Background: an optimization exercise with open tools, aiming at small area and a short achievable clock period. Do not read the settings as production practice. In this exercise RTL edits were held to simulation tests only and were not proved equivalent to the original. Power figures rest on the tool's default switching activity, not on a simulated workload.

===== flow/run.sh =====
#!/bin/bash
# synth_recipe.tcl (not shown) runs the flow's synth.tcl, then flattens the netlist and writes it again
# the make line also repeats each setting of config.mk as NAME=value (left out here)
make -C /OpenROAD-flow-scripts/flow DESIGN_CONFIG=/design/flow/config.mk WORK_HOME=/design/flow/orfs CLKGATE_MAP_FILE= SYNTH_SCRIPT=/design/flow/synth_recipe.tcl finish

===== flow/config.mk =====
export PLATFORM = sky130hd
export DESIGN_NAME = fifo
export DESIGN_NICKNAME = fifo
export VERILOG_FILES = /design/flow/design.v
export SDC_FILE = /design/flow/constraint.sdc
export NUM_CORES = 4
export LEC_CHECK = 0
export CAP_MARGIN = 20
export CORE_MARGIN = 2
export CORE_UTILIZATION = 65
export CTS_CLUSTER_DIAMETER = 90
export CTS_CLUSTER_SIZE = 28
export SETUP_SLACK_MARGIN = 2.6
export SLEW_MARGIN = 20

===== flow/constraint.sdc =====
create_clock -name core_clock -period 4.5 [get_ports {clkIn}]
set_input_delay 0.9000 -clock core_clock [delete_from_list [all_inputs] [get_ports {clkIn}]]
set_output_delay 0.9000 -clock core_clock [all_outputs]
set_load 0.01 [all_outputs]

===== flow/design.v =====
module dp_ram #(
    DATA_WIDTH = 32,
    ADDR_WIDTH = 32) (
    input  logic clkIn,
    input  logic wrEnIn,
    input  logic [ADDR_WIDTH-1:0] wrAddrIn,
    input  logic [DATA_WIDTH-1:0] wrDataIn,
    input  logic [ADDR_WIDTH-1:0] rdAddrIn,
    output logic [DATA_WIDTH-1:0] rdDataOut);
    localparam DEPTH = 1 << ADDR_WIDTH;
    logic [DEPTH-1:0][DATA_WIDTH-1:0] dataR;
    logic [DATA_WIDTH-1:0] rdDataR;
    always @(posedge clkIn) begin
        if (wrEnIn) begin
            dataR[wrAddrIn] <= wrDataIn;
        end
        rdDataR <= dataR[rdAddrIn];
    end
    assign rdDataOut = rdDataR;
endmodule
module fifo #(
    DATA_WIDTH = 32,
    DEPTH      = 32,
    SKID       = 0) (
    input  logic clkIn,
    input  logic rstIn,
    input  logic wrValidIn,
    output logic wrConsentOut,
    input  logic [DATA_WIDTH-1:0] wrDataIn,
    output logic rdValidOut,
    input  logic rdConsentIn,
    output logic [DATA_WIDTH-1:0] rdDataOut);
    localparam MDEPTH = DEPTH - 1;               
    localparam NLO = 4;                          
    localparam NHI = (MDEPTH + NLO - 1) / NLO;   
    localparam LASTLO = (MDEPTH - 1) % NLO;
    localparam LASTHI = (MDEPTH - 1) / NLO;
    localparam CW = $clog2(DEPTH + 1);
    localparam HALF = DATA_WIDTH / 2;
    logic [DATA_WIDTH-1:0] headR;
    logic [DATA_WIDTH-1:0] memR [0:MDEPTH-1];
    logic [NLO-1:0] wrLoR, wrLoBR;
    logic [NHI-1:0] wrHiR, wrHiBR;
    logic [MDEPTH-1:0] rdSelR, rdSelBR;
    logic [CW-1:0] countR;
    logic rdValidR, wrConsentR, oneR;
    logic wr, rd, inc, dec, wrMem, rdMem, wrWrap, headLoad, consentNext;
    logic is2, is31, is32;
    logic [CW-1:0] countInc, countDec;
    logic [DATA_WIDTH-1:0] memOut;
    assign wr  = wrValidIn & wrConsentR;
    assign rd  = rdConsentIn & rdValidR;
    assign inc = wr & ~rd;
    assign dec = rd & ~wr;
    assign wrMem = wr & rdValidR & ~(rdConsentIn & oneR);
    assign rdMem = rd & ~oneR;
    assign wrWrap = wrLoR[LASTLO] & wrHiR[LASTHI];
    assign is2  = countR == CW'(2);
    assign is31 = countR == CW'(DEPTH - 1);
    assign is32 = countR == CW'(DEPTH);
    assign countInc = countR + 1'b1;
    assign countDec = countR - 1'b1;
    assign consentNext = inc ? ~is31 : (dec | ~is32);
    always_comb begin
        memOut = '0;
        for (int i = 0; i < MDEPTH; i++) begin
            memOut[HALF-1:0] = memOut[HALF-1:0] |
                (memR[i][HALF-1:0] & {HALF{rdSelR[i]}});
            memOut[DATA_WIDTH-1:HALF] = memOut[DATA_WIDTH-1:HALF] |
                (memR[i][DATA_WIDTH-1:HALF] & {(DATA_WIDTH-HALF){rdSelBR[i]}});
        end
    end
    always_ff @(posedge clkIn) begin
        if (rstIn) begin
            wrLoR      <= NLO'(1);
            wrHiR      <= NHI'(1);
            wrLoBR     <= NLO'(1);
            wrHiBR     <= NHI'(1);
            rdSelR     <= MDEPTH'(1);
            rdSelBR    <= MDEPTH'(1);
            countR     <= '0;
            rdValidR   <= 1'b0;
            wrConsentR <= 1'b0;
            oneR       <= 1'b0;
        end else begin
            if (wrMem) begin
                if (wrWrap) begin
                    wrLoR  <= NLO'(1);
                    wrHiR  <= NHI'(1);
                    wrLoBR <= NLO'(1);
                    wrHiBR <= NHI'(1);
                end else begin
                    wrLoR  <= {wrLoR[NLO-2:0], wrLoR[NLO-1]};
                    wrLoBR <= {wrLoBR[NLO-2:0], wrLoBR[NLO-1]};
                    if (wrLoR[NLO-1]) begin
                        wrHiR  <= {wrHiR[NHI-2:0], wrHiR[NHI-1]};
                        wrHiBR <= {wrHiBR[NHI-2:0], wrHiBR[NHI-1]};
                    end
                end
            end
            if (rdMem) begin
                rdSelR  <= {rdSelR[MDEPTH-2:0], rdSelR[MDEPTH-1]};
                rdSelBR <= {rdSelBR[MDEPTH-2:0], rdSelBR[MDEPTH-1]};
            end
            wrConsentR <= consentNext;
            if (inc) begin
                countR     <= countInc;
                rdValidR   <= 1'b1;
                oneR       <= ~rdValidR;
            end else if (dec) begin
                countR     <= countDec;
                rdValidR   <= ~oneR;
                oneR       <= is2;
            end
        end
    end
    assign headLoad = ~rdValidR | (rdConsentIn & oneR);
    always_ff @(posedge clkIn) begin
        if (rstIn)
            headR <= '0;
        else if (headLoad)
            headR <= wrDataIn;
        else if (rdConsentIn)
            headR <= memOut;
    end
    for (genvar i = 0; i < MDEPTH; i++) begin : g_mem
        always_ff @(posedge clkIn) begin
            if (wrConsentR && wrLoR[i % NLO] && wrHiR[i / NLO])
                memR[i][HALF-1:0] <= wrDataIn[HALF-1:0];
            if (wrConsentR && wrLoBR[i % NLO] && wrHiBR[i / NLO])
                memR[i][DATA_WIDTH-1:HALF] <= wrDataIn[DATA_WIDTH-1:HALF];
        end
    end
    assign rdValidOut = rdValidR;
    assign wrConsentOut = wrConsentR;
    assign rdDataOut = headR;
endmodule

==> metrics.md, run 1 <==
| Metric | Value |
|---|---|
| Status | no timing/DRC/antenna violations |
| Clk pin slew, worst setup/hold paths | 0.11 ns |
| Post-synth ARST share | 0% |
| Relative slew margins | 23.42% |
| Crit path kind | reg -> out |
| Slew Viols, Final | 0 |
| Unique cell type count in the Yosys netlist | 48 |
| Clock Tree Buf Depth | 3 |
| Fin crit share | 45.42% |
| Inserted Clock Buffers | 45 |
| Commonest non-fill, non-tap cell in the layout | edfxtp_1 |
| Design area | 44310 µm² |
| GR Overflow Total | 0 |
| Max incr delay on CP | 0.41 ns |
| Worst skew pair latency | 0.64 ns |
| Via density | 7.497 |
| Layout cells sized above 1 | 14.97% |
| Die Ht | 253.0 µm |
| Synth Register Bits | 1119 |
| # H-tree levels | 2 |
| Worst r2r src | wrConsentR$_SDFF_PP0_ |
| # setup viols final | 0 |
| CP max-delay cell | dfxtp_4 |
| Mapped Area | 40300 µm² |
| CP Cell Sequence | buf_6 |
| R2r endpoint | countR[4]$_SDFFE_PP0P_ |
| Critical Path Start Type | flop |
| FMAX | 489.2 MHz |
| Setup crit end kind | output pin |
| Simple-Gate Fraction of Synth Area | 5.253% |
| FF/Latch Area | 32460 µm² |
| Setup crit end | rdDataOut[0] |
| Pre-CTS setup slack | 1.413 ns |
| Initial drt markers | 4323 |
| Fin Hold WS | 0.4956 ns |
| Site Rows | 91 |
| Nets | 2515 |
| Vias in the first global route | 22760 |
| Delay-heaviest family, CP | flip-flops |
| Mux share of post-synthesis cell area | 0.02483% |
| Via count | 24710 |
| Static leakage | 14.06 nW |
| Die ar. | 64020 µm² |
| First-pass GRT wire length | 170700 µm |
| Initial antenna violation count | 2 |
| Crit path buf inv count | 1 |
| CTS root buf | clkbuf_16 |
| Drt total wl | 124400 µm |
| Pre-antenna DRT Iters | 5 |
| Final setup TNS | 0 ns |
| Final Hold Vio Count | 0 |
| Synth Area in Adders | 0.2359% |
| R2R Setup Slk | 2.54 ns |
| Mean routed wirelength per cell | 37.75 µm |
| Core Box Area | 61480 µm² |
| Arrival @ worst endpoint | 1.14 ns |
| DR DRC count | 0 |
| Clk_skew | 0.02470 ns |
| YS warnings | 2 |
| Setup slack after layout | 2.456 ns |
| GPL Wtd Cong | 0.8709 |
| Placed Instances | 3189 |
| Largest family of logic cells by synthesized area | compound AO/OA/AOI/OAI gates |
| Finished Layout Cells | 3296 |
| Largest net degree at the start of global routing | 77 |
| I/O pin count | 70 |
| Die width | 253.0 µm |
| HP Class | reg -> reg |
| Synthesized instance count | 2388 |
| Cell Area, Placed | 42310 µm² |
| # hold bufs at CTS | 0 |
| Max-cap violations | 0 |
| Most frequent cells in the layout | 992 x edfxtp_1, 206 x a22o_1, 205 x nand2_1 |
| Worst-Margin Slew | 1.145 ns |
| CTS tree | built |
| Initial Util | 65.55% |
| Ys flop type | edfxtp_1 |
| Clock sinks | 1119 |
| DP Wirelength | 67310 µm |
| Post-synthesis sequential area ratio | 80.22% |
| Unrepaired setup endpoints after global routing | yes |
| Post-Synth XOR/XNOR Area | 0.08692% |
| Power Density | 395.0 nW/µm² |
| Synth Area in Compound Gates | 12.46% |
| Multi-input gate area | 7672 µm² |
| Buffers on Ports | 69 |
| Tot GR Track Use | 38.95% |
| Reg2Reg Depth | 12 |
| Max FO, Critical Path | 2 |
| Syn nets | 2431 |
| Maximum VDD drop | 335.6 µV |
| Period minus WS final | 2.044 ns |
| Post-DRT Antenna Nets | 0 |
| Worst Hold Launch | rdSelR[9]$_SDFFE_PP0P_ |
| Synthesized area per cell | 16.88 µm² |
| Critical path required time | 3.60 ns |
| Area grow syn2layout | 9.940% |
| CP startpoint | headR[0]$_SDFFE_PP0P_ |
| Layout fillers | 3852 |
| Number of flops mapped to enable cells by yosys | 992 |
| Critical path depth | 1 |
==> cell families after synthesis <==
logic type | Yosys count
XOR/XNOR | 4
adder cells (fa/ha/maj) | 7
AO/OA/AOI/OAI | 647
buffers and inverters | 177
multiplexers | 1
flip-flops | 1119
AND/OR/NAND/NOR | 433
==> Yosys cell counts, drive strengths merged, types with 2 or more instances <==
| library cell | n | area, µm² |
|---|---|---|
| nand2 | 208 | 790.8 |
| nor3b | 2 | 26.28 |
| nor2b | 2 | 12.51 |
| xnor2 | 2 | 17.52 |
| o21bai | 2 | 15.01 |
| nand3b | 4 | 30.03 |
| edfxtp | 992 | 29790 |
| nor3 | 33 | 165.2 |
| buf | 37 | 167.6 |
| nand3 | 38 | 190.2 |
| nor4 | 2 | 12.51 |
| a221oi | 192 | 1682 |
| a22oi | 96 | 720.7 |
| a21o | 2 | 15.01 |
| a22o | 206 | 1804 |
| xor2 | 2 | 17.52 |
| nand4 | 65 | 406.6 |
| or2 | 2 | 12.51 |
| clkbuf | 135 | 506.7 |
| and3 | 62 | 387.9 |
| nor2 | 9 | 33.78 |
| inv | 5 | 18.77 |
| a311oi | 3 | 26.28 |
| o21ai | 66 | 330.3 |
| dfxtp | 127 | 2542 |
| a21oi | 75 | 379.1 |
| ha | 6 | 75.07 |
==> area by class of cell <==
cell class	instances	area share, %
clock inverter	1	0.03953
timing repair buffer	208	4.264
inverter	5	0.07059
antenna	1	0.005647
sequential	1119	73.25
tap	790	2.231
clock buffer	79	2.829
multi-input combinational	1093	17.31
==> worst min-delay path by stage <==
stage,cells after the start,endpoint,slack (ns)
floorplan,2,wrHiBR[0]$_SDFFE_PP1P_,0.45
global placement,2,rdSelR[10]$_SDFFE_PP0P_,0.45
detailed placement,2,rdSelR[9]$_SDFFE_PP0P_,0.48
CTS,2,rdSelR[10]$_SDFFE_PP0P_,0.49
global route,2,rdSelR[9]$_SDFFE_PP0P_,0.50
finish,2,rdSelR[9]$_SDFFE_PP0P_,0.50
==> power by group <==
group | internal, mW | switching, mW | leakage, nW | total [mW]
sequential | 11.4 | 0.114 | 10.0 | 11.5
combinational | 0.389 | 0.629 | 3.45 | 1.02
clock | 1.95 | 3.01 | 0.607 | 4.96
total | 13.8 | 3.75 | 14.1 | 17.5
==> state kept, by name, indices dropped and copies added (netlist names) <==
register / count
wrConsentR: 1
wrHiBR: 8
headR: 32
memR: 992
countR: 6
wrHiR: 8
wrLoR: 4
rdSelBR: 31
wrLoBR: 4
rdValidR: 1
oneR: 1
rdSelR: 31
==> metal layers <==
metal	up-vias	track usage [%]	part of all wire, %
li1	9864	-	-
met1	12580	58.78	37
met2	2011	56.88	44
met3	259	10.36	16
met4	2	10.87	3.0
met5	-	0	0.010
==> per-stage QoR <==
step           util (%)  total power, mW
5_1_grt           72.07            17.87
2_1_floorplan         -            12.13
3_5_place_dp      68.82            12.60
4_1_cts           71.50            17.39
3_3_place_gp      68.82            12.56
6_report          72.07            17.50
==> repair_timing <==
| action | 4_1_cts | 5_1_grt |
|---|---|---|
| pin swaps | 14 | 12 |
| buffers inserted | 17 | 8 |
| gates cloned | 0 | 1 |
| setup endpoints to repair | 1118 | 166 |
| resized for setup | 269 | 70 |
==> inputs of run 2 (changes only) <==
--- a/flow/config.mk
+++ b/flow/config.mk
@@ -14 +14,2 @@
 export SLEW_MARGIN = 20
+export TNS_END_PERCENT = 10
==> run 2 against run 1 <==
Compared with the run above: count of clock-buffer cells in the layout rose by 2; clock skew fell by 0.011 ns; worst hold slack improved by 0.0073 ns; wire length shrank 1.6%; register-to-register slack lost 0.06 ns; combinational power is 6% lower; critical path type unchanged.
==> metrics.md, run 2 <==
| Metric | Value |
|---|---|
| Status | no timing/DRC/antenna violations |
| DP Wirelength | 65940 µm |
| Gate power share | 5.4% |
| Clk_skew | 0.01395 ns |
| Unique cell type count in the Yosys netlist | 48 |
| CP max-delay cell | dfxtp_4 |
| Fin Hold WS | 0.5028 ns |
| Syn nets | 2431 |
| Synthesized area per cell | 16.88 µm² |
| Largest cells by area after synthesis | edfxtp_1 74%, dfxtp_1 6.3%, a22o_1 4.5% |
| GR Overflow Total | 0 |
| Overall Power | 17.51 mW |
| Initial antenna violation count | 1 |
| Max-cap violations | 0 |
| Worst skew pair latency | 0.64 ns |
| CP Cell Sequence | buf_6 |
| Mean routed wirelength per cell | 37.07 µm |
| Fin crit share | 45.38% |
| Max FO, Critical Path | 2 |
| Largest net degree at the start of global routing | 65 |
| Mapped Area | 40300 µm² |
| FMAX | 489.7 MHz |
| Crit path buf inv count | 1 |
| Ys flop type | edfxtp_1 |
| Relative slew margins | 25.45% |
| Pre-antenna DRT Iters | 6 |
| Crit path kind | reg -> out |
| First-pass GRT wire length | 167300 µm |
| Finished Layout Cells | 3302 |
| Via count | 24520 |
| Synthesized instance count | 2388 |
| Area grow syn2layout | 9.192% |
| DR DRC count | 0 |
| Max reg flops | 992 |
| Most common cell in the netlist | edfxtp_1 |
| Net load switching power | 3.718 mW |
| YS warnings | 2 |
| Inserted Clock Buffers | 45 |
| Post-synth top area cell | edfxtp_1 |
| Drt total wl | 122400 µm |
| Clock Tree Buf Depth | 3 |
| CTS tree | built |
| Design area | 44010 µm² |
| Final Hold Vio Count | 0 |
| HP Class | reg -> reg |
| Post-DRT Antenna Nets | 0 |
| Worst-Margin Slew | 1.115 ns |
| Power Density | 397.9 nW/µm² |
| Biggest regs | memR x992, headR x32 |
| Switching portion of total power | 21.23% |
| CTS root buf | clkbuf_16 |
| Static leakage | 14.05 nW |
| Delay-heaviest family, CP | flip-flops |
| Most flop-heavy register | memR |
| Placed Instances | 3191 |
| Die width | 253.0 µm |
| Post-synthesis sequential area ratio | 80.22% |
| Int Power | 13.79 mW |
| Initial Util | 65.55% |
| Post-synth ARST share | 0% |
| Critical path required time | 3.60 ns |
| Commonest non-fill, non-tap cell in the layout | edfxtp_1 |
| Initial drt markers | 4146 |
| Via density | 7.425 |
| Slew Viols, Final | 0 |
| Unrepaired setup endpoints after global routing | yes |
| Most frequent cells in the layout | 992 x edfxtp_1, 206 x a22o_1, 205 x nand2_1 |
| Maximum VDD drop | 271.8 µV |
| Vias in the first global route | 22820 |
| Top-area cell type share of the netlist area | 73.91% |
| Max incr delay on CP | 0.38 ns |
| Buffers on Ports | 69 |
| Arrival @ worst endpoint | 1.14 ns |
| Pre-CTS setup slack | 1.470 ns |
| Clk pwr share | 28.8% |
| I/O pin count | 70 |
| # H-tree levels | 2 |
| # setup viols final | 0 |
| Site Rows | 91 |
| Period minus WS final | 2.042 ns |
| Flop pwr share | 65.7% |
| Post-synth top cells | 992 x edfxtp_1, 206 x a22o_1, 206 x nand2_1 |
| Die ar. | 64020 µm² |
| Clock sinks | 1119 |
| Final setup TNS | 0 ns |
| Core Box Area | 61480 µm² |
| Final core occ | 71.58% |
| R2R Setup Slk | 2.48 ns |
| Setup slack after layout | 2.458 ns |
| Critical Path Start Type | flop |
| Layout cells sized above 1 | 13.30% |
| GPL Wtd Cong | 0.8461 |
| Setup crit end kind | output pin |
| Synth Register Bits | 1119 |
| Nets | 2518 |
| Cell Area, Placed | 42320 µm² |
| Tot GR Track Use | 38.37% |
| Layout fillers | 3924 |
| Number of flops mapped to enable cells by yosys | 992 |
| Clk pin slew, worst setup/hold paths | 0.10 ns |
| Die Ht | 253.0 µm |
## run 2: cell counts after synthesis
Identical to the previous run, type by type.
## run 2: final timing paths
check                           cells after the start                      from                      to
worst max-delay path                                1    headR[11]$_SDFFE_PP0P_           rdDataOut[11]
worst min-delay path                                1    countR[5]$_SDFFE_PP0P_   wrConsentR$_SDFF_PP0_
worst max register to register                      6  rdSelBR[21]$_SDFFE_PP0P_  headR[20]$_SDFFE_PP0P_
worst min register to register                      1    countR[5]$_SDFFE_PP0P_   wrConsentR$_SDFF_PP0_
## run 2: power groups by stage
stage | Sequential, mW | Combinational [mW] | Clock, mW
floorplan | 11.7 | 0.426 | 0
global placement | 11.7 | 0.816 | 0
detailed placement | 11.7 | 0.844 | 0
CTS | 11.5 | 0.913 | 5.03
global route | 11.5 | 1.02 | 5.34
finish | 11.5 | 0.954 | 5.05
## run 2: timing repair
action | CTS | global route
cloned | 0 | 1
pin swaps | 10 | 6
gates resized for setup | 182 | 64
hold buffers | 0 | 0
buffers inserted | 20 | 6
endpoints found under the setup margin | 1112 | 214
## run 2: final cells by class
class / instances / area, µm² / area share, %
antenna: 1 / 2.502 / 0.005686
clock buffer: 81 / 1304 / 2.962
clock inverter: 2 / 26.28 / 0.05970
inverter: 5 / 31.28 / 0.07108
multi-input combinational: 1093 / 7486 / 17.01
sequential: 1119 / 32420 / 73.67
tap: 790 / 988.4 / 2.246
timing repair buffer: 211 / 1748 / 3.972
## run 2: per-layer routing
| metal | up-vias | wire, µm | track usage (%) |
|---|---|---|---|
| li1 | 9879 | - | - |
| met1 | 12330 | 45580 | 55.28 |
| met2 | 1998 | 53240 | 55.22 |
| met3 | 312 | 19100 | 13.59 |
| met4 | 0 | 4494 | 12.90 |
| met5 | - | 0 | 0 |
## run 2: kinds of logic after synthesis
family | Yosys count | synth area share (%)
xor+xnor | 4 | 0.08694
fa+ha+maj | 7 | 0.2359
buf+inv | 177 | 1.720
compound gates | 647 | 12.46
flops | 1119 | 80.22
mux | 1 | 0.02484
simple gates | 433 | 5.253
==> inputs of run 3 (changes only) <==
--- a/flow/config.mk
+++ b/flow/config.mk
@@ -12,3 +12,3 @@
 export CTS_CLUSTER_SIZE = 28
-export SETUP_SLACK_MARGIN = 2.6
+export SETUP_SLACK_MARGIN = 2.7
 export SLEW_MARGIN = 20
==> run 3 against run 2 <==
Compared with the run above: cell count barely moved; first-iteration DRC count rose by 6.8%; sequential power barely moved; setup slack got worse by 0.011 ns; critical path depth did not move; wire length rose by 1.9%; global-route usage rose by 0.60 points; design area rose by 1.4%; register-to-register slack improved by 0.04 ns; combinational power rose by 3.0%; area after synthesis did not move.
==> metrics.md, run 3 <==
| Metric | Value |
|---|---|
| HP Class | reg -> reg |
| DR DRC count | 0 |
| # hold bufs at CTS | 0 |
| Setup slack after layout | 2.447 ns |
| Synthesized area per cell | 16.88 µm² |
| Synthesized instance count | 2388 |
| Initial drt markers | 4429 |
| Vias in the first global route | 23100 |
| CP max-delay cell | dfxtp_4 |
| Post-synth top cells | 992 x edfxtp_1, 206 x a22o_1, 206 x nand2_1 |
| Post-DRT Antenna Nets | 0 |
| Mapped Area | 40300 µm² |
| Core Box Area | 61480 µm² |
| Via density | 7.524 |
| Unrepaired setup endpoints after global routing | yes |
| Critical path depth | 1 |
| Inserted Clock Buffers | 45 |
| Die width | 253.0 µm |
| Pre-CTS setup slack | 1.425 ns |
| Die ar. | 64020 µm² |
| Max-cap violations | 0 |
| Layout cells sized above 1 | 15.76% |
| Clock Tree Buf Depth | 3 |
| Status | no timing/DRC/antenna violations |
| Crit path buf inv count | 1 |
| Via count | 24850 |
| CP Cell Sequence | buf_6 |
| Tot GR Track Use | 38.97% |
| Largest family of logic cells by synthesized area | compound AO/OA/AOI/OAI gates |
| First-pass GRT wire length | 171300 µm |
| Fin Hold WS | 0.5084 ns |
| Critical Path Start Type | flop |
| Synth Area in Adders | 0.2359% |
| Top-area cell type share of the netlist area | 73.91% |
| Post-synth ARST share | 0% |
| Fin crit share | 45.61% |
| Worst-Margin Slew | 1.119 ns |
| Number of flops mapped to enable cells by yosys | 992 |
| Layout fillers | 3855 |
| Slew Viols, Final | 0 |
| Power Density | 392.9 nW/µm² |
| I/O pin count | 70 |
| Initial Util | 65.55% |
| YS warnings | 2 |
| Clock sinks | 1119 |
| Setup crit end kind | output pin |
| Period minus WS final | 2.053 ns |
| Synth Area in Compound Gates | 12.46% |
| Most flop-heavy register | memR |
| Area grow syn2layout | 10.67% |
| FMAX | 487.2 MHz |
| Worst skew pair latency | 0.65 ns |
| Max incr delay on CP | 0.40 ns |
| Pre-antenna DRT Iters | 6 |
| DP Wirelength | 67300 µm |
| Buffers on Ports | 69 |
| Post-synthesis sequential area ratio | 80.22% |
| Worst r2r src | wrConsentR$_SDFF_PP0_ |
| Final core occ | 72.55% |
| CTS root buf | clkbuf_16 |
| Final Hold Vio Count | 0 |
| Max reg flops | 992 |
| Post-Synth XOR/XNOR Area | 0.08692% |
| Synth Register Bits | 1119 |
| Largest cells by area after synthesis | edfxtp_1 74%, dfxtp_1 6.3%, a22o_1 4.5% |
| Post-synth top area cell | edfxtp_1 |
| Largest net degree at the start of global routing | 83 |
| Simple-Gate Fraction of Synth Area | 5.253% |
| Unique cell type count in the Yosys netlist | 48 |
| # setup viols final | 0 |
| Ys flop type | edfxtp_1 |
| Hold Crit Depth | 2 |
| Crit path kind | reg -> out |
| Mux share of post-synthesis cell area | 0.02483% |
| Die Ht | 253.0 µm |
| Multi-input gate area | 7751 µm² |
| Reg2Reg Depth | 11 |
| Maximum VDD drop | 338.3 µV |
| Syn nets | 2431 |
| Delay-heaviest family, CP | flip-flops |
| Worst Hold Launch | rdSelR[17]$_SDFFE_PP0P_ |
| Final setup TNS | 0 ns |
| Commonest non-fill, non-tap cell in the layout | edfxtp_1 |
| GR Overflow Total | 0 |
| Initial antenna violation count | 1 |
| Static leakage | 14.29 nW |
| Critical path required time | 3.60 ns |
| Max FO, Critical Path | 2 |
| Clk pin slew, worst setup/hold paths | 0.11 ns |
| Mean routed wirelength per cell | 37.77 µm |
| GPL Wtd Cong | 0.8406 |
| Drt total wl | 124800 µm |
| Nets | 2518 |
| Biggest regs | memR x992, headR x32 |
| Most frequent cells in the layout | 992 x edfxtp_1, 206 x a22o_1, 205 x nand2_1 |
| Arrival @ worst endpoint | 1.15 ns |
| CP startpoint | headR[27]$_SDFFE_PP0P_ |
| Site Rows | 91 |
| CTS tree | built |
| # H-tree levels | 2 |
| Clk_skew | 0.02275 ns |
| Relative slew margins | 25.29% |
| FF/Latch Area | 32490 µm² |
| Most common cell in the netlist | edfxtp_1 |
| Overall Power | 17.53 mW |
## run 3: cell types whose count changed in the layout (fill, tap and decap cells not counted), sizes merged
cell,previous run,this run
buf,180,183
bufinv,1,0
clkbuf,81,84
clkdlybuf4s50,30,16
dlymetal6s2s,0,10
## run 3: cell type report
type	count	share of cell area [%]
clock buffers	83	2.942
well taps	790	2.216
inverters	5	0.06451
repair buffers	211	4.530
diodes	1	0.005610
clock inverters	1	0.01963
flip-flops and latches	1119	72.85
multi-input cells	1093	17.38
## run 3: metrics by stage
step,cell area (µm²),instances
floorplan,40410,2388
global placement,42300,3188
detailed placement,42340,3190
CTS,43910,3286
global route,44600,3302
finish,44610,3303
## run 3: final timing paths
| kind | slack (ns) | endpoint |
|---|---|---|
| worst max-delay path | 2.45 | rdDataOut[27] |
| worst min-delay path | 0.51 | rdSelR[17]$_SDFFE_PP0P_ |
| worst max register to register | 2.52 | countR[5]$_SDFFE_PP0P_ |
| worst min register to register | 0.51 | rdSelR[17]$_SDFFE_PP0P_ |
## run 3: repair_timing
item | CTS | global route
pin swaps | 6 | 13
gates resized for setup | 238 | 152
setup buffers | 11 | 14
setup endpoints to repair | 1169 | 754
gates cloned | 1 | 1
## run 3: logic make-up (layout without fill, tap and decap cells)
family | Yosys count | count (layout)
buf+inv | 177 | 300
mux | 1 | 1
fa+ha+maj | 7 | 7
other cells | 0 | 1
compound gates | 647 | 647
xor+xnor | 4 | 4
flops | 1119 | 1119
simple gates | 433 | 434
## run 3: routing by layer
metal	track usage, %	vias to the layer above	wire [µm]
met2	57.94	2066	55340
met3	8.614	263	19220
li1	-	9884	-
met1	59.24	12640	46440
met4	10.55	2	3735
met5	0	-	18
## run 3: where the power goes
group          switching [mW]  total (mW)  internal (mW)
Clock                    3.03        5.04           2.01
Sequential              0.108        11.5           11.4
Combinational           0.609       0.983          0.374
==> inputs of run 4 (changes only) <==
--- a/flow/config.mk
+++ b/flow/config.mk
@@ -9,7 +9,6 @@
 export CORE_MARGIN = 2
-export CORE_UTILIZATION = 65
+export CORE_UTILIZATION = 70
 export CTS_CLUSTER_DIAMETER = 90
 export CTS_CLUSTER_SIZE = 28
-export SETUP_SLACK_MARGIN = 2.7
+export SETUP_SLACK_MARGIN = 2.5
 export SLEW_MARGIN = 20
-export TNS_END_PERCENT = 10
==> run 4 against run 3 <==
Compared with the run above: register-to-register slack got worse by 0.12 ns; sequential cell count unchanged; total power decreased by 0.51%; critical endpoint is now countR[5]$_SDFFE_PP0P_; via count increased by 0.68%; first-iteration DRC count increased by 6.2%; combinational power decreased by 3.4%; global-route usage increased by 2.7 points; still clean on timing, DRC and antenna.
==> metrics.md, run 4 <==
| Metric | Value |
|---|---|
| Status | no timing/DRC/antenna violations |
| Nets | 2515 |
| Critical path required time | 4.99 ns |
| HP Class | reg -> reg |
| Post-synthesis sequential area ratio | 80.22% |
| Layout cells sized above 1 | 13.00% |
| Clock sinks | 1119 |
| Clk pwr share | 28.5% |
| Clk_skew | 0.01855 ns |
| Post-synth ARST share | 0% |
| Worst skew pair latency | 0.63 ns |
| Arrival @ worst endpoint | 2.60 ns |
| Critical Path Start Type | primary input |
| FMAX | 474.6 MHz |
| Period minus WS final | 2.107 ns |
| Core Box Area | 56600 µm² |
| Buffers on Ports | 69 |
| # setup viols final | 0 |
| Number of flops mapped to enable cells by yosys | 992 |
| # H-tree levels | 2 |
| Max-cap violations | 0 |
| Maximum VDD drop | 447.2 µV |
| Max FO, Critical Path | 8 |
| Met3 wire length | 21650 µm |
| Static leakage | 14.04 nW |
| CP max-delay cell | or3_1 |
| Met2 wire length | 53340 µm |
| GR Overflow Total | 0 |
| Die Ht | 244.0 µm |
| Max layer used | met5 |
| Site Rows | 87 |
| Worst-Margin Slew | 1.116 ns |
| Initial antenna violation count | 3 |
| Final setup TNS | 0 ns |
| Inserted Clock Buffers | 45 |
| Commonest non-fill, non-tap cell in the layout | edfxtp_1 |
| Post-synth top cells | 992 x edfxtp_1, 206 x a22o_1, 206 x nand2_1 |
| Placed Instances | 3158 |
| Die width | 244.0 µm |
| Clk pin slew, worst setup/hold paths | 0.11 ns |
| # hold bufs at CTS | 0 |
| Flop pwr share | 66.1% |
| Relative slew margins | 25.39% |
| Switching portion of total power | 21.02% |
| DP Wirelength | 66110 µm |
| Largest cells by area after synthesis | edfxtp_1 74%, dfxtp_1 6.3%, a22o_1 4.5% |
| Synth Register Bits | 1119 |
| First-pass GRT wire length | 171600 µm |
| Most flop-heavy register | memR |
| Post-synth top area cell | edfxtp_1 |
| CTS tree | built |
| Worst path most repeated cell | ha_4 |
| Net load switching power | 3.666 mW |
| CTS root buf | clkbuf_16 |
| Gate power share | 5.4% |
| DR DRC count | 0 |
| Via count | 25020 |
| Clock Tree Buf Depth | 3 |
| CP Cell Sequence | clkdlybuf4s15_1 -> nand2_8 -> inv_4 -> ha_4 -> inv_8 -> ha_4 -> nand3b_1 -> or3_1 -> nand3_1 -> xnor2_1 -> nor2_1 |
| Most common cell in the netlist | edfxtp_1 |
| FF/Latch Area | 32430 µm² |
| Tot GR Track Use | 41.68% |
| Mapped Area | 40300 µm² |
| Die ar. | 59510 µm² |
| Int Power | 13.77 mW |
| Top-area cell type share of the netlist area | 73.91% |
| Pre-antenna DRT Iters | 6 |
| GPL Wtd Cong | 0.8763 |
| Via density | 7.668 |
| Finished Layout Cells | 3263 |
| Unique cell type count in the Yosys netlist | 48 |
| Max reg flops | 992 |
| Biggest regs | memR x992, headR x32 |
| Power Density | 395.9 nW/µm² |
| Slew Viols, Final | 0 |
| Multi-input gate area | 7511 µm² |
| Drt total wl | 122500 µm |
| YS warnings | 2 |
| Vias in the first global route | 23520 |
| Final Hold Vio Count | 0 |
| Unrepaired setup endpoints after global routing | yes |
| Layout fillers | 3166 |
| Crit path kind | in -> reg |
| I/O pin count | 70 |
| Initial Util | 71.20% |
| Synthesized area per cell | 16.88 µm² |
| WL met1 | 42510 µm |
| Syn nets | 2431 |
| Most frequent cells in the layout | 992 x edfxtp_1, 206 x a22o_1, 205 x nand2_1 |
| Post-DRT Antenna Nets | 0 |
| Largest net degree at the start of global routing | 65 |
| # diodes | 0 |
| Fin crit share | 46.82% |
| Ys flop type | edfxtp_1 |
| Max incr delay on CP | 0.40 ns |
| Mean routed wirelength per cell | 37.54 µm |
| Synthesized instance count | 2388 |
| Fin Hold WS | 0.5034 ns |
| Setup crit end kind | flop |
| Area grow syn2layout | 9.276% |
| Initial drt markers | 4703 |
## run 4: cell count changes in the layout (fill, tap and decap cells not counted), sizes merged
cell	change
buf	-8
clkbuf	-3
clkdlybuf4s50	+15
diode	-1
dlymetal6s2s	-10
nor2	+1
## run 4: critical path, delay by kind of cell
kind | cells | cell delay (ns)
XOR/XNOR | 1 | 0.12
adder cells (fa/ha/maj) | 2 | 0.45
buffers and inverters | 3 | 0.39
AND/OR/NAND/NOR | 5 | 0.73
## run 4: stage by stage
stage	utilization, %	area [µm²]	setup slack (ns)	total power [mW]
finish	77.81	44040	2.393	17.44
global route	77.81	44040	2.336	17.82
CTS	77.48	43860	2.322	17.35
detailed placement	74.69	42280	1.429	12.58
global placement	74.69	42280	1.466	12.54
floorplan	-	40410	2.206	12.13
## run 4: power groups by stage
stage / logic (mW) / registers, mW / clock network (mW)
after floorplan: 0.426 / 11.7 / 0
after global placement: 0.802 / 11.7 / 0
after detailed placement: 0.838 / 11.7 / 0
after CTS: 0.894 / 11.5 / 4.94
after global routing: 1.01 / 11.5 / 5.28
final: 0.950 / 11.5 / 4.97
## run 4: routing by layer
metal / vias to the layer above / global-route usage, %
li1: 9862 / -
met1: 12470 / 61.67
met2: 2335 / 59.72
met3: 348 / 13.74
met4: 6 / 13.70
met5: - / 0
## run 4: layout make-up
cell class	instances	share of cell area (%)
Sequential cell	1119	73.62
Multi-Input combinational cell	1094	17.05
Timing Repair Buffer	207	4.131
Clock buffer	81	2.960
Tap cell	756	2.148
Inverter	5	0.06534
Clock inverter	1	0.01989
## run 4: path summary, 6_finish.rpt
kind              slack, ns                endpoint  cells after the start              startpoint
setup / recovery       2.39  countR[5]$_SDFFE_PP0P_                     11               wrValidIn
hold / removal         0.50  wrHiBR[0]$_SDFFE_PP1P_                      2  wrHiBR[7]$_SDFFE_PP0P_
setup reg to reg       2.40  countR[5]$_SDFFE_PP0P_                     11   wrConsentR$_SDFF_PP0_
hold reg to reg        0.50  wrHiBR[0]$_SDFFE_PP1P_                      2  wrHiBR[7]$_SDFFE_PP0P_
## run 4: timing repair
action,4_1_cts,5_1_grt
setup endpoints to repair,741,162
buffers inserted,11,10
resized for setup,229,30
pin swaps,3,2
gates cloned,2,0
## run 4: logic make-up after synthesis
| kind of cell | Yosys count | share of synthesized area [%] |
|---|---|---|
| adder cells (fa/ha/maj) | 7 | 0.2359 |
| multiplexers | 1 | 0.02484 |
| AND/OR/NAND/NOR | 433 | 5.253 |
| flip-flops | 1119 | 80.22 |
| buffers and inverters | 177 | 1.720 |
| AO/OA/AOI/OAI | 647 | 12.46 |
| XOR/XNOR | 4 | 0.08694 |
==> inputs of run 5 (changes only) <==
--- a/flow/config.mk
+++ b/flow/config.mk
@@ -9,6 +9,6 @@
 export CORE_MARGIN = 2
-export CORE_UTILIZATION = 70
+export CORE_UTILIZATION = 60
 export CTS_CLUSTER_DIAMETER = 90
 export CTS_CLUSTER_SIZE = 28
-export SETUP_SLACK_MARGIN = 2.5
+export SETUP_SLACK_MARGIN = 2.6
 export SLEW_MARGIN = 20
==> run 5 against run 4 <==
Compared with the run above: still clean; setup slack worse by 0.0088 ns; count of clock-buffer cells in the layout stayed put; global-route usage is 5.5 points lower; largest cell class unchanged.
==> metrics.md, run 5 <==
| Metric | Value |
|---|---|
| Via density | 7.263 |
| Largest net degree at the start of global routing | 65 |
| GPL Wtd Cong | 0.8653 |
| Mean routed wirelength per cell | 37.26 µm |
| Layout cells sized above 1 | 14.75% |
| Post-synth top cells | 992 x edfxtp_1, 206 x a22o_1, 206 x nand2_1 |
| Crit path buf inv count | 2 |
| Setup crit end kind | output pin |
| Final Hold Vio Count | 0 |
| Synthesized instance count | 2388 |
| Initial antenna violation count | 1 |
| Critical path depth | 2 |
| R2r endpoint | countR[5]$_SDFFE_PP0P_ |
| Worst skew pair latency | 0.63 ns |
| Hold worst-path end | wrHiBR[0]$_SDFFE_PP1P_ |
| Tot GR Track Use | 36.18% |
| HP Class | reg -> reg |
| Worst-Margin Slew | 1.095 ns |
| Ys flop type | edfxtp_1 |
| Post-DRT Antenna Nets | 0 |
| Via count | 24660 |
| Clock sinks | 1119 |
| DP Wirelength | 67890 µm |
| Post-synthesis sequential area ratio | 80.22% |
| Most frequent cells in the layout | 992 x edfxtp_1, 206 x a22o_1, 205 x nand2_1 |
| Max incr delay on CP | 0.36 ns |
| Worst r2r src | wrConsentR$_SDFF_PP0_ |
| Static leakage | 14.09 nW |
| Max reg flops | 992 |
| R2R Setup Slk | 2.41 ns |
| Initial Util | 60.34% |
| Area grow syn2layout | 10.35% |
| Buffers on Ports | 69 |
| Mapped Area | 40300 µm² |
| CP max-delay cell | dfxtp_4 |
| # setup viols final | 0 |
| Clk pin slew, worst setup/hold paths | 0.11 ns |
| Drt total wl | 126500 µm |
| Site Rows | 95 |
| Fin crit share | 47.02% |
| Clock Tree Buf Depth | 3 |
| Synth Register Bits | 1119 |
| YS warnings | 2 |
| Largest cells by area after synthesis | edfxtp_1 74%, dfxtp_1 6.3%, a22o_1 4.5% |
| Die width | 263.2 µm |
| Arrival @ worst endpoint | 1.22 ns |
| Critical Path Start Type | flop |
| Worst Hold Launch | wrHiBR[7]$_SDFFE_PP0P_ |
| Commonest non-fill, non-tap cell in the layout | edfxtp_1 |
| Nets | 2524 |
| Max-cap violations | 0 |
| Post-synth ARST share | 0% |
| Delay-heaviest family, CP | flip-flops |
| I/O pin count | 70 |
| Die Ht | 263.2 µm |
| CTS tree | built |
| DR DRC count | 0 |
| Number of flops mapped to enable cells by yosys | 992 |
| Status | no timing/DRC/antenna violations |
| Relative slew margins | 26.76% |
| CP Cell Sequence | buf_6 -> buf_6 |
| Placed Instances | 3267 |
| Post-synth top area cell | edfxtp_1 |
| Synthesized area per cell | 16.88 µm² |
| # H-tree levels | 2 |
| Initial drt markers | 4136 |
| Syn nets | 2431 |
| Most common cell in the netlist | edfxtp_1 |
| Core Box Area | 66800 µm² |
| Most flop-heavy register | memR |
| Max FO, Critical Path | 2 |
| GR Overflow Total | 0 |
| Crit path kind | reg -> out |
| Period minus WS final | 2.116 ns |
| Slew Viols, Final | 0 |
| Layout fillers | 4584 |
| Final setup TNS | 0 ns |
| FMAX | 472.7 MHz |
| Die ar. | 69260 µm² |
| Clk_skew | 0.01642 ns |
| First-pass GRT wire length | 173700 µm |
| Reg2Reg Depth | 12 |
| Power Density | 393.1 nW/µm² |
| Critical path required time | 3.60 ns |
| Maximum VDD drop | 324.8 µV |
| Worst path most repeated cell | buf_6 |
| CTS root buf | clkbuf_16 |
| Finished Layout Cells | 3395 |
| Top-area cell type share of the netlist area | 73.91% |
| Biggest regs | memR x992, headR x32 |
| Pre-antenna DRT Iters | 6 |
| Unique cell type count in the Yosys netlist | 48 |
| Inserted Clock Buffers | 45 |
| Unrepaired setup endpoints after global routing | yes |
| Vias in the first global route | 22960 |
| Hold Crit Depth | 2 |
## run 5: how the worst max path moves through the flow
stage,endpoint,start
after CTS,wrConsentOut,wrConsentR$_SDFF_PP0_
after global routing,countR[4]$_SDFFE_PP0P_,wrConsentR$_SDFF_PP0_
after floorplan,countR[5]$_SDFFE_PP0P_,wrValidIn
final,wrConsentOut,wrConsentR$_SDFF_PP0_
after global placement,countR[5]$_SDFFE_PP0P_,wrValidIn
after detailed placement,countR[5]$_SDFFE_PP0P_,wrValidIn
## run 5: cell families after synthesis
kind of cell | Yosys count | synth area share, %
AOI/OAI and AO/OA | 647 | 12.46
xor gates and xnor gates | 4 | 0.08694
adders and majority gates | 7 | 0.2359
buffers and inverters | 177 | 1.720
DFF | 1119 | 80.22
muxes | 1 | 0.02484
and+or+nand+nor | 433 | 5.253
## run 5: area by class of cell
type	count	area (µm²)	area share [%]
timing repair buffer	216	1976	4.442
sequential	1119	32450	72.96
tap	873	1092	2.456
clock buffer	81	1261	2.836
multi-input combinational	1094	7645	17.19
inverter	5	36.28	0.08158
antenna	7	17.52	0.03938
## run 5: worst reg2reg max path, cell delays in order (launching register included)
cell and delay (ns):
dfxtp_4 0.37, buf_6 0.09, buf_12 0.11, nand2_8 0.06, inv_6 0.06, ha_4 0.18
clkinv_8 0.10, ha_4 0.31, o21ai_4 0.06, or3_1 0.39, nand3_2 0.09, xnor2_1 0.11
nor2_1 0.05
## run 5: repair_timing
item                                    in CTS  in global routing
gates cloned                                 2                  0
pin swaps                                    3                 17
hold buffers                                 0                  0
gates resized for setup                    265                 63
endpoints found under the setup margin    1074                226
buffers inserted                            15                 22
## run 5: where the power goes
part           internal (mW)  switching [mW]  leakage, nW
registers               11.4           0.112         10.0
clock network           1.93            3.01        0.597
logic                  0.396           0.624         3.50
total                   13.7            3.75         14.1
## run 5: metrics by stage
| step | hold WS (ns) | power [mW] | setup WS [ns] | util, % | area (µm²) |
|---|---|---|---|---|---|
| floorplan | 0.4508 | 12.13 | 2.207 | - | 40420 |
| global placement | 0.4801 | 12.57 | 1.436 | 63.44 | 42380 |
| detailed placement | 0.4746 | 12.59 | 1.469 | 63.45 | 42380 |
| CTS | 0.4902 | 17.38 | 2.302 | 65.92 | 44040 |
| global route | 0.5326 | 17.89 | 2.318 | 66.56 | 44460 |
| finish | 0.5014 | 17.48 | 2.384 | 66.58 | 44480 |
## run 5: metal layers
layer  global-route usage, %  vias to the layer above  wire length (µm)
met4                   10.89                        0              3815
met3                   7.810                      232             17480
met2                   52.95                     1782             55920
met1                   55.30                    12750             49270
li1                        -                     9898                 -
met5                       0                        -                 0
==> inputs of run 6 (changes only) <==
--- a/flow/config.mk
+++ b/flow/config.mk
@@ -9,5 +9,5 @@
 export CORE_MARGIN = 2
-export CORE_UTILIZATION = 60
-export CTS_CLUSTER_DIAMETER = 90
-export CTS_CLUSTER_SIZE = 28
+export CORE_UTILIZATION = 65
+export CTS_CLUSTER_DIAMETER = 100
+export CTS_CLUSTER_SIZE = 30
 export SETUP_SLACK_MARGIN = 2.6
==> run 6 against run 5 <==
Compared with the run above: still clean; area after synthesis unchanged; setup slack better by 0.066 ns; fmax up 3.2%; die area down 7.6%; sequential cell count unchanged; via count up 0.71%; register-to-register slack better by 0.13 ns; synthesized cell count unchanged; first-iteration DRC count up 15%; total power up 0.29%; clock skew up 0.0069 ns.
==> metrics.md, run 6 <==
| Metric | Value |
|---|---|
| Crit path buf inv count | 1 |
| Nets | 2512 |
| Maximum VDD drop | 367.0 µV |
| DP Wirelength | 67310 µm |
| Pre-antenna DRT Iters | 6 |
| # H-tree levels | 2 |
| Fin crit share | 45.56% |
| Critical Path Start Type | flop |
| FMAX | 487.8 MHz |
| Top-area cell type share of the netlist area | 73.91% |
| Synth Register Bits | 1119 |
| Post-DRT Antenna Nets | 0 |
| Initial antenna violation count | 2 |
| Most flop-heavy register | memR |
| Via count | 24830 |
| GR Overflow Total | 0 |
| Initial Util | 65.55% |
| Synthesized area per cell | 16.88 µm² |
| YS warnings | 2 |
| HP Class | reg -> reg |
| Max FO, Critical Path | 2 |
| Site Rows | 91 |
| Max incr delay on CP | 0.41 ns |
| Static leakage | 14.06 nW |
| Die Ht | 253.0 µm |
| Post-synth top cells | 992 x edfxtp_1, 206 x a22o_1, 206 x nand2_1 |
| Worst skew pair latency | 0.63 ns |
| Arrival @ worst endpoint | 1.15 ns |
| Unrepaired setup endpoints after global routing | yes |
| Commonest non-fill, non-tap cell in the layout | edfxtp_1 |
| Ys flop type | edfxtp_1 |
| Worst r2r src | rdSelBR[2]$_SDFFE_PP0P_ |
| Clock Tree Buf Depth | 3 |
| Via density | 7.546 |
| # hold bufs at CTS | 0 |
| Clock sinks | 1119 |
| Slew Viols, Final | 0 |
| Die width | 253.0 µm |
| DR DRC count | 0 |
| Setup crit end kind | output pin |
| Crit path kind | reg -> out |
| Final Hold Vio Count | 0 |
| Layout cells sized above 1 | 14.88% |
| Clk pin slew, worst setup/hold paths | 0.11 ns |
| First-pass GRT wire length | 170700 µm |
| Initial drt markers | 4769 |
| Clk_skew | 0.02329 ns |
| Layout fillers | 3833 |
| Worst Hold Launch | rdSelR[9]$_SDFFE_PP0P_ |
| Relative slew margins | 22.90% |
| Overall Power | 17.53 mW |
| Number of flops mapped to enable cells by yosys | 992 |
| Mean routed wirelength per cell | 37.88 µm |
| Post-synthesis sequential area ratio | 80.22% |
| Most common cell in the netlist | edfxtp_1 |
| Power Density | 395.7 nW/µm² |
| Post-synth top area cell | edfxtp_1 |
| Final core occ | 72.07% |
| Largest net degree at the start of global routing | 77 |
| Tot GR Track Use | 38.94% |
| Drt total wl | 124700 µm |
| Largest cells by area after synthesis | edfxtp_1 74%, dfxtp_1 6.3%, a22o_1 4.5% |
| Unique cell type count in the Yosys netlist | 48 |
| GPL Wtd Cong | 0.8709 |
| Syn nets | 2431 |
| Delay-heaviest family, CP | flip-flops |
| Multi-input gate area | 7651 µm² |
| CP Cell Sequence | buf_6 |
| Buffers on Ports | 69 |
| FF/Latch Area | 32460 µm² |
| Mapped Area | 40300 µm² |
| Most frequent cells in the layout | 992 x edfxtp_1, 206 x a22o_1, 205 x nand2_1 |
| I/O pin count | 70 |
| Critical path required time | 3.60 ns |
| Core Box Area | 61480 µm² |
| Status | no timing/DRC/antenna violations |
| Inserted Clock Buffers | 43 |
| # setup viols final | 0 |
| Period minus WS final | 2.050 ns |
| Biggest regs | memR x992, headR x32 |
| CTS tree | built |
| Synthesized instance count | 2388 |
| CTS root buf | clkbuf_16 |
| CP startpoint | headR[0]$_SDFFE_PP0P_ |
| Worst-Margin Slew | 1.153 ns |
| CP max-delay cell | dfxtp_4 |
| Max reg flops | 992 |
| Vias in the first global route | 22720 |
| Die ar. | 64020 µm² |
| Final setup TNS | 0 ns |
| Post-synth ARST share | 0% |
| Area grow syn2layout | 9.934% |
| Max-cap violations | 0 |
[run 6: cell type report]
cell class                 instances  share of cell area [%]
sequential                      1119                   73.25
multi-input combinational       1094                   17.27
clock inverter                     2                  0.1130
clock buffer                      74                   2.787
tap                              790                   2.231
timing repair buffer             206                   4.275
inverter                           5                 0.07060
antenna                            1                0.005648
[run 6: repair_timing]
| item | in CTS | in global routing |
|---|---|---|
| pin swaps | 13 | 9 |
| gates resized for setup | 268 | 67 |
| setup buffers | 17 | 5 |
| endpoints found under the setup margin | 1119 | 152 |
| cloned | 1 | 1 |
[run 6: per-layer routing]
metal	routed length, µm	global-route usage (%)
met1	46500	59.31
met2	55210	57.23
met3	19330	9.714
met4	3614	9.890
met5	13	0
[run 6: where the power goes]
part / total (mW) / internal [mW] / switching, mW
sequential: 11.5 / 11.4 / 0.113
combinational: 1.02 / 0.398 / 0.623
clock: 4.99 / 1.98 / 3.01
[run 6: stage by stage]
stage               hold slack, ns  setup slack [ns]  std cells  instance area, µm²
finish                      0.4957             2.450       3291               44310
detailed placement          0.4787             1.413       3189               42310
CTS                         0.4922             2.438       3283               43980
global placement            0.4545             1.406       3189               42310
global route                0.5052             2.415       3291               44310
floorplan                   0.4508             2.207       2388               40420
[run 6: logic make-up after synthesis]
family                   Yosys count  share of synthesized area, %
AO/OA/AOI/OAI                    647                         12.46
buffers and inverters            177                         1.720
multiplexers                       1                       0.02484
adder cells (fa/ha/maj)            7                        0.2359
flip-flops                      1119                         80.22
AND/OR/NAND/NOR                  433                         5.253
XOR/XNOR                           4                       0.08694
[run 6: worst paths after layout]
path,to,slack (ns),cells after the start
worst max register to register,headR[19]$_SDFFE_PP0P_,2.54,6
worst min-delay path,rdSelR[10]$_SDFFE_PP0P_,0.50,2
worst max-delay path,rdDataOut[0],2.45,1
worst min register to register,rdSelR[10]$_SDFFE_PP0P_,0.50,2
==> inputs of run 7 (changes only) <==
==> flow/design.v (replaced) <==
module dp_ram #(
    DATA_WIDTH = 32,
    ADDR_WIDTH = 32) (
    input  logic clkIn,
    input  logic wrEnIn,
    input  logic [ADDR_WIDTH-1:0] wrAddrIn,
    input  logic [DATA_WIDTH-1:0] wrDataIn,
    input  logic [ADDR_WIDTH-1:0] rdAddrIn,
    output logic [DATA_WIDTH-1:0] rdDataOut);
    localparam DEPTH = 1 << ADDR_WIDTH;
    logic [DEPTH-1:0][DATA_WIDTH-1:0] dataR;
    logic [DATA_WIDTH-1:0] rdDataR;
    always @(posedge clkIn) begin
        if (wrEnIn) begin
            dataR[wrAddrIn] <= wrDataIn;
        end
        rdDataR <= dataR[rdAddrIn];
    end
    assign rdDataOut = rdDataR;
endmodule
module fifo #(
    DATA_WIDTH = 32,
    DEPTH      = 32,
    SKID       = 0) (
    input  logic clkIn,
    input  logic rstIn,
    input  logic wrValidIn,
    output logic wrConsentOut,
    input  logic [DATA_WIDTH-1:0] wrDataIn,
    output logic rdValidOut,
    input  logic rdConsentIn,
    output logic [DATA_WIDTH-1:0] rdDataOut);
    localparam MDEPTH = DEPTH - 1;   
    localparam CW = $clog2(DEPTH + 1);
    logic [DATA_WIDTH-1:0] headR;
    logic [DATA_WIDTH-1:0] memR [0:MDEPTH-1];
    logic [MDEPTH-1:0] wrEnR, rdSelR, wrPos;
    logic [CW-1:0] countR;
    logic rdValidR, wrConsentR, oneR;
    logic wr, rd, inc, dec, wrMem, rdMem, headLoad, consentNext;
    logic is2, is31, is32;
    logic [CW-1:0] countInc, countDec;
    logic [DATA_WIDTH-1:0] memOut;
    assign wr  = wrValidIn & wrConsentR;
    assign rd  = rdConsentIn & rdValidR;
    assign inc = wr & ~rd;
    assign dec = rd & ~wr;
    assign wrMem = wr & rdValidR & ~(rdConsentIn & oneR);
    assign rdMem = rd & ~oneR;
    assign is2  = countR == CW'(2);
    assign is31 = countR == CW'(DEPTH - 1);
    assign is32 = countR == CW'(DEPTH);
    assign countInc = countR + 1'b1;
    assign countDec = countR - 1'b1;
    assign consentNext = inc ? ~is31 : (dec | ~is32);
    always_comb begin
        if (!wrConsentR)
            wrPos = rdSelR;
        else if (wrMem)
            wrPos = {wrEnR[MDEPTH-2:0], wrEnR[MDEPTH-1]};
        else
            wrPos = wrEnR;
    end
    always_comb begin
        memOut = '0;
        for (int i = 0; i < MDEPTH; i++)
            memOut = memOut | (memR[i] & {DATA_WIDTH{rdSelR[i]}});
    end
    always_ff @(posedge clkIn) begin
        if (rstIn) begin
            wrEnR      <= '0;
            rdSelR     <= MDEPTH'(1);
            countR     <= '0;
            rdValidR   <= 1'b0;
            wrConsentR <= 1'b0;
            oneR       <= 1'b0;
        end else begin
            wrEnR      <= consentNext ? wrPos : '0;
            wrConsentR <= consentNext;
            if (rdMem) rdSelR <= {rdSelR[MDEPTH-2:0], rdSelR[MDEPTH-1]};
            if (inc) begin
                countR     <= countInc;
                rdValidR   <= 1'b1;
                oneR       <= ~rdValidR;
            end else if (dec) begin
                countR     <= countDec;
                rdValidR   <= ~oneR;
                oneR       <= is2;
            end
        end
    end
    assign headLoad = ~rdValidR | (rdConsentIn & oneR);
    always_ff @(posedge clkIn) begin
        if (rstIn)
            headR <= '0;
        else if (headLoad)
            headR <= wrDataIn;
        else if (rdConsentIn)
            headR <= memOut;
    end
    for (genvar i = 0; i < MDEPTH; i++) begin : g_mem
        always_ff @(posedge clkIn) begin
            if (wrEnR[i])
                memR[i] <= wrDataIn;
        end
    end
    assign rdValidOut = rdValidR;
    assign wrConsentOut = wrConsentR;
    assign rdDataOut = headR;
endmodule
--- a/flow/config.mk
+++ b/flow/config.mk
@@ -10,5 +10,5 @@
 export CORE_UTILIZATION = 65
-export CTS_CLUSTER_DIAMETER = 100
-export CTS_CLUSTER_SIZE = 30
-export SETUP_SLACK_MARGIN = 2.6
+export CTS_CLUSTER_DIAMETER = 80
+export CTS_CLUSTER_SIZE = 24
+export SETUP_SLACK_MARGIN = 2.5
 export SLEW_MARGIN = 20
==> run 7 against run 6 <==
Compared with the run above: critical endpoint is now wrEnR[19]$_SDFFE_PP0P_; cell count decreased by 4.4%; sequential share of layout area barely moved; setup slack got worse by 0.12 ns; fmax down 5.7%; utilization is 0.45 points higher; count of clock-buffer cells in the layout is 13 higher; largest cell class unchanged; worst hold slack better by 0.031 ns; sequential cell count fell by 24; largest power group unchanged.
==> metrics.md, run 7 <==
| Metric | Value |
|---|---|
| Unique cell type count in the Yosys netlist | 42 |
| Mean routed wirelength per cell | 40.45 µm |
| Power Density | 477.9 nW/µm² |
| Buffers on Ports | 69 |
| Post-synth ARST share | 0% |
| Max FO, Critical Path | 7 |
| Maximum VDD drop | 460.3 µV |
| Max incr delay on CP | 0.44 ns |
| Synthesized area per cell | 17.64 µm² |
| Static leakage | 13.94 nW |
| Vias in the first global route | 22400 |
| Mapped Area | 39620 µm² |
| Arrival @ worst endpoint | 2.68 ns |
| Clk pin slew, worst setup/hold paths | 0.09 ns |
| Max-cap violations | 0 |
| Syn nets | 2289 |
| Critical Path Start Type | flop |
| Post-synth top cells | 992 x edfxtp_1, 193 x a221oi_1, 192 x a22o_1 |
| Number of flops mapped to enable cells by yosys | 992 |
| Site Rows | 90 |
| HP Class | reg -> reg |
| I/O pin count | 70 |
| Nets | 2365 |
| Relative slew margins | 19.54% |
| Tot GR Track Use | 40.43% |
| CTS root buf | clkbuf_16 |
| YS warnings | 2 |
| Initial Util | 65.64% |
| Clock sinks | 1095 |
| Via density | 7.658 |
| Commonest non-fill, non-tap cell in the layout | edfxtp_1 |
| Synthesized instance count | 2246 |
| Clock Tree Buf Depth | 3 |
| Worst path most repeated cell | buf_12 |
| Fin crit share | 48.29% |
| Initial antenna violation count | 3 |
| Worst-Margin Slew | 1.207 ns |
| Largest net degree at the start of global routing | 65 |
| DP Wirelength | 63080 µm |
| Biggest regs | memR x992, headR x32 |
| Worst skew pair latency | 0.66 ns |
| Synth Register Bits | 1095 |
| Ys flop type | edfxtp_1 |
| Clk_skew | 0.02928 ns |
| Most flop-heavy register | memR |
| Post-synth top area cell | edfxtp_1 |
| Critical path required time | 5.00 ns |
| Post-DRT Antenna Nets | 0 |
| Final setup TNS | 0 ns |
| Unrepaired setup endpoints after global routing | yes |
| # setup viols final | 0 |
| DR DRC count | 0 |
| Most frequent cells in the layout | 992 x edfxtp_1, 192 x a22o_1, 191 x a221oi_1 |
| Crit path kind | reg -> reg |
| Pre-antenna DRT Iters | 5 |
| Slew Viols, Final | 0 |
| Inserted Clock Buffers | 52 |
| Setup slack after layout | 2.327 ns |
| Initial drt markers | 4114 |
| CTS tree | built |
| Die Ht | 250.9 µm |
| Final Hold Vio Count | 0 |
| Core Box Area | 60360 µm² |
| Drt total wl | 127300 µm |
| Via count | 24100 |
| Layout cells sized above 1 | 15.84% |
| CP max-delay cell | or4_4 |
| Die ar. | 62950 µm² |
| Die width | 250.9 µm |
| CP Cell Sequence | buf_12 -> buf_8 -> nand2_8 -> inv_4 -> ha_4 -> or4_4 -> nor2_4 -> a311o_2 -> buf_4 -> buf_12 -> a211oi_2 |
| Status | no timing/DRC/antenna violations |
| Top-area cell type share of the netlist area | 75.18% |
| Setup crit end kind | flop |
| Most common cell in the netlist | edfxtp_1 |
| Pre-CTS setup slack | 1.164 ns |
| Post-synthesis sequential area ratio | 80.39% |
| GR Overflow Total | 0 |
| Period minus WS final | 2.173 ns |
| Area grow syn2layout | 10.47% |
| First-pass GRT wire length | 174200 µm |
| Max reg flops | 992 |
| # H-tree levels | 2 |
| FMAX | 460.2 MHz |
| GPL Wtd Cong | 0.8200 |
| Largest cells by area after synthesis | edfxtp_1 75%, dfxtp_1 5.2%, a221oi_1 4.3% |
run 7: cell types whose count changed after synthesis, sizes merged, moves of 24 or more:
cell / previous run / this run
dfxtp: 127 / 103
a211oi: 1 / 33
mux2i: 1 / 32
nor2: 9 / 39
nand2: 208 / 135
and3: 62 / 2
clkbuf: 135 / 63
buf: 37 / 101
a21oi: 75 / 34
run 7: worst paths after layout:
kind,slack [ns],from,endpoint,depth (start not counted)
worst max register to register,2.33,wrConsentR$_SDFF_PP0_,wrEnR[19]$_SDFFE_PP0P_,11
worst max-delay path,2.33,wrConsentR$_SDFF_PP0_,wrEnR[19]$_SDFFE_PP0P_,11
worst min-delay path,0.53,rdSelR[21]$_SDFFE_PP0P_,rdSelR[21]$_SDFFE_PP0P_,2
worst min register to register,0.53,rdSelR[21]$_SDFFE_PP0P_,rdSelR[21]$_SDFFE_PP0P_,2
run 7: logic make-up (layout without fill, tap and decap cells):
logic type | Yosys count | in the layout | synth area share (%)
muxes | 32 | 32 | 0.8084
buffers and inverters | 170 | 285 | 2.008
DFF | 1095 | 1095 | 80.39
xor gates and xnor gates | 4 | 4 | 0.08844
other | 0 | 4 | 0
AOI/OAI and AO/OA | 621 | 621 | 12.73
adders and majority gates | 7 | 7 | 0.2400
and+or+nand+nor | 317 | 317 | 3.733
run 7: layout make-up:
type                    instances  area, µm²
clock inverters                 6      77.57
diodes                          4      10.01
fillers                      3750      16590
clock buffers                  87       1464
multi-input cells             981       7179
repair buffers                186       1959
flip-flops and latches       1095      32070
inverters                       6      32.53
well taps                     782      978.4
run 7: timing repair:
item / 4_1_cts / 5_1_grt
gates cloned: 4 / 0
hold buffers: 0 / 0
endpoints found under the setup margin: 103 / 99
resized for setup: 271 / 28
buffers inserted: 27 / 17
pin swaps: 9 / 6
run 7: per-stage QoR:
stage / area (µm²) / power [mW] / util, % / hold WS (ns) / cells
2_1_floorplan: 39730 / 14.09 / - / 0.4863 / 2246
3_3_place_gp: 41260 / 15.44 / 68.35 / 0.5225 / 3002
3_5_place_dp: 41270 / 15.53 / 68.37 / 0.5303 / 3002
4_1_cts: 43460 / 20.80 / 72.01 / 0.5429 / 3126
5_1_grt: 43760 / 21.36 / 72.50 / 0.5313 / 3144
6_report: 43770 / 20.92 / 72.51 / 0.5267 / 3147
run 7: routing by layer:
metal / part of all wire [%] / global-route usage [%] / vias up / routed length, µm
met2: 46 / 62.78 / 1989 / 57980
met1: 35 / 57.88 / 12370 / 44540
met3: 15 / 7.838 / 350 / 18650
li1: - / - / 9390 / -
met5: 0.027 / 0 / - / 34
met4: 4.8 / 15.78 / 4 / 6088
run 7: power by group:
part / switching, mW / leakage [nW] / total [mW] / internal (mW)
Clock: 3.06 / 0.740 / 5.37 / 2.31
Combinational: 1.36 / 3.16 / 1.94 / 0.577
Sequential: 1.05 / 10.0 / 13.6 / 12.6
Total: 5.47 / 13.9 / 20.9 / 15.4
run 7: worst max-delay path, delay by kind of cell, from the launching register on:
family / cells / cell delay (ns)
AO/OA/AOI/OAI: 2 / 0.35
adder cells (fa/ha/maj): 1 / 0.15
buffers and inverters: 5 / 0.56
flip-flops: 1 / 0.36
AND/OR/NAND/NOR: 3 / 0.60
==> inputs of run 8 (changes only) <==
--- a/flow/config.mk
+++ b/flow/config.mk
@@ -9,6 +9,6 @@
 export CORE_MARGIN = 2
-export CORE_UTILIZATION = 65
+export CORE_UTILIZATION = 75
 export CTS_CLUSTER_DIAMETER = 80
 export CTS_CLUSTER_SIZE = 24
-export SETUP_SLACK_MARGIN = 2.5
+export SETUP_SLACK_MARGIN = 2.6
 export SLEW_MARGIN = 20
==> run 8 against run 7 <==
Compared with the run above: sequential power about the same; area after synthesis unchanged; sequential cell count unchanged; largest power group unchanged; combinational power increased by 8%; critical path type unchanged; largest cell class unchanged; die area decreased by 13%; worst hold slack improved by 0.0084 ns; register-to-register slack gained 0.06 ns.
==> metrics.md, run 8 <==
| Metric | Value |
|---|---|
| Site Rows | 84 |
| Static leakage | 14.19 nW |
| Tot GR Track Use | 46.59% |
| Die Ht | 233.8 µm |
| Worst-Margin Slew | 1.258 ns |
| Synth Area in Compound Gates | 12.73% |
| Clock sinks | 1095 |
| Nets | 2406 |
| Worst skew pair latency | 0.65 ns |
| Switching portion of total power | 26.27% |
| Critical Path Start Type | flop |
| Unrepaired setup endpoints after global routing | yes |
| Post-DRT Antenna Nets | 0 |
| Syn nets | 2289 |
| Synth Register Bits | 1095 |
| Setup crit end kind | flop |
| Net load switching power | 5.469 mW |
| Synthesized instance count | 2246 |
| Synth Area in Adders | 0.2400% |
| Period minus WS final | 2.109 ns |
| HP Class | reg -> reg |
| Unique cell type count in the Yosys netlist | 42 |
| Overall Power | 20.82 mW |
| Pre-CTS setup slack | 1.239 ns |
| Synthesized area per cell | 17.64 µm² |
| Power Density | 471.4 nW/µm² |
| Most common cell in the netlist | edfxtp_1 |
| Top-area cell type share of the netlist area | 75.18% |
| Crit path kind | reg -> reg |
| Crit path buf inv count | 4 |
| Simple-Gate Fraction of Synth Area | 3.733% |
| Ys flop type | edfxtp_1 |
| CTS tree | built |
| Post-synthesis sequential area ratio | 80.39% |
| Post-synth ARST share | 0% |
| Number of flops mapped to enable cells by yosys | 992 |
| GPL Wtd Cong | 0.8627 |
| Clk_skew | 0.02554 ns |
| Layout cells sized above 1 | 17.53% |
| Die width | 233.8 µm |
| Buffers on Ports | 69 |
| CP Cell Sequence | buf_6 -> nand2_8 -> inv_4 -> ha_4 -> or4_4 -> nor2_4 -> a311o_2 -> buf_12 -> buf_12 -> a211oi_1 |
| Largest family of logic cells by synthesized area | compound AO/OA/AOI/OAI gates |
| Final setup TNS | 0 ns |
| Worst path most repeated cell | buf_12 |
| # setup viols final | 0 |
| Placed Instances | 2913 |
| Clk pin slew, worst setup/hold paths | 0.09 ns |
| Fin crit share | 46.87% |
| DR DRC count | 0 |
| Inserted Clock Buffers | 51 |
| Int Power | 15.35 mW |
| CP max-delay cell | or4_4 |
| Max FO, Critical Path | 8 |
| Area grow syn2layout | 11.45% |
| First-pass GRT wire length | 172100 µm |
| Finished Layout Cells | 3093 |
| Status | no timing/DRC/antenna violations |
| Flop pwr share | 65.3% |
| Critical path required time | 4.99 ns |
| Die ar. | 54680 µm² |
| Gate power share | 10.0% |
| FMAX | 474.1 MHz |
| Clk pwr share | 24.7% |
| CTS root buf | clkbuf_16 |
| Final core occ | 84.19% |
| # H-tree levels | 2 |
| Mapped Area | 39620 µm² |
| Initial Util | 75.55% |
| Arrival @ worst endpoint | 2.60 ns |
| Delay-heaviest family, CP | simple AND/OR/NAND/NOR gates |
==> run 8: changes by cell type in the layout (fill, tap and decap cells not counted), sizes merged <==
cell	change
clkdlybuf4s50	+2
clkdlybuf4s15	-1
diode	-1
bufinv	-1
dlygate4sd2	-1
buf	+43
clkbuf	+1
inv	-2
==> run 8: final cells by class <==
type,instances,area [µm²]
fill,2402,8289
clock inverter,3,22.52
inverter,6,32.53
clock buffer,89,1419
tap,688,860.8
antenna,3,7.507
sequential,1095,32060
timing repair buffer,228,2482
multi-input combinational,981,7271
==> run 8: cell families after synthesis <==
family,count (synthesis)
AOI/OAI and AO/OA,621
xor gates and xnor gates,4
adders and majority gates,7
buffers and inverters,170
DFF,1095
muxes,32
and+or+nand+nor,317
==> run 8: worst register-to-register path, stage by stage (launching register included) <==
cell,delay (ns)
dfxtp_4,0.36
buf_6,0.13
nand2_8,0.07
inv_4,0.03
ha_4,0.18
or4_4,0.45
nor2_4,0.12
a311o_2,0.23
buf_12,0.16
buf_12,0.17
a211oi_1,0.07
==> run 8: final timing paths <==
kind / from / endpoint / slack (ns) / cells after the start
max: wrConsentR$_SDFF_PP0_ / wrEnR[1]$_SDFFE_PP0P_ / 2.39 / 10
min: rdSelR[20]$_SDFFE_PP0P_ / rdSelR[20]$_SDFFE_PP0P_ / 0.54 / 2
max reg2reg: wrConsentR$_SDFF_PP0_ / wrEnR[1]$_SDFFE_PP0P_ / 2.39 / 10
min reg2reg: rdSelR[20]$_SDFFE_PP0P_ / rdSelR[20]$_SDFFE_PP0P_ / 0.54 / 2
==> run 8: routing by layer <==
| metal | vias up | share of wire (%) | global-route usage, % |
|---|---|---|---|
| met5 | - | 0.048 | 0 |
| met4 | 4 | 6.7 | 24.56 |
| met3 | 584 | 19 | 13.81 |
| met2 | 2792 | 44 | 68.81 |
| met1 | 12210 | 31 | 64.07 |
| li1 | 9472 | - | - |
==> run 8: repair_timing <==
action	CTS	global route
cloned	4	0
resized for setup	289	45
setup endpoints to repair	135	102
setup buffers	29	52
hold buffers	0	0
pin swaps	14	14
==> run 8: per-stage QoR <==
step | cell area, µm² | hold slack, ns
after floorplan | 39730 | 0.4863
after global placement | 41170 | 0.5017
after detailed placement | 41170 | 0.5170
after CTS | 43420 | 0.5270
after global routing | 44150 | 0.5602
final | 44160 | 0.5351
==> run 8: power groups by stage <==
stage / registers, mW / clock network [mW] / logic [mW]
floorplan: 13.5 / 0 / 0.601
global placement: 13.6 / 0 / 1.71
detailed placement: 13.7 / 0 / 1.76
CTS: 13.5 / 5.09 / 1.94
global route: 13.6 / 5.43 / 2.12
finish: 13.6 / 5.14 / 2.09

Check on run 8: ideal ports give 2.391 ns setup slack; a clkbuf_16 on the clock port and buf_2 on the inputs give 2.383 ns; moving port delays by the midpoint clock arrival (0.699 ns) as well gives 1.715 ns.
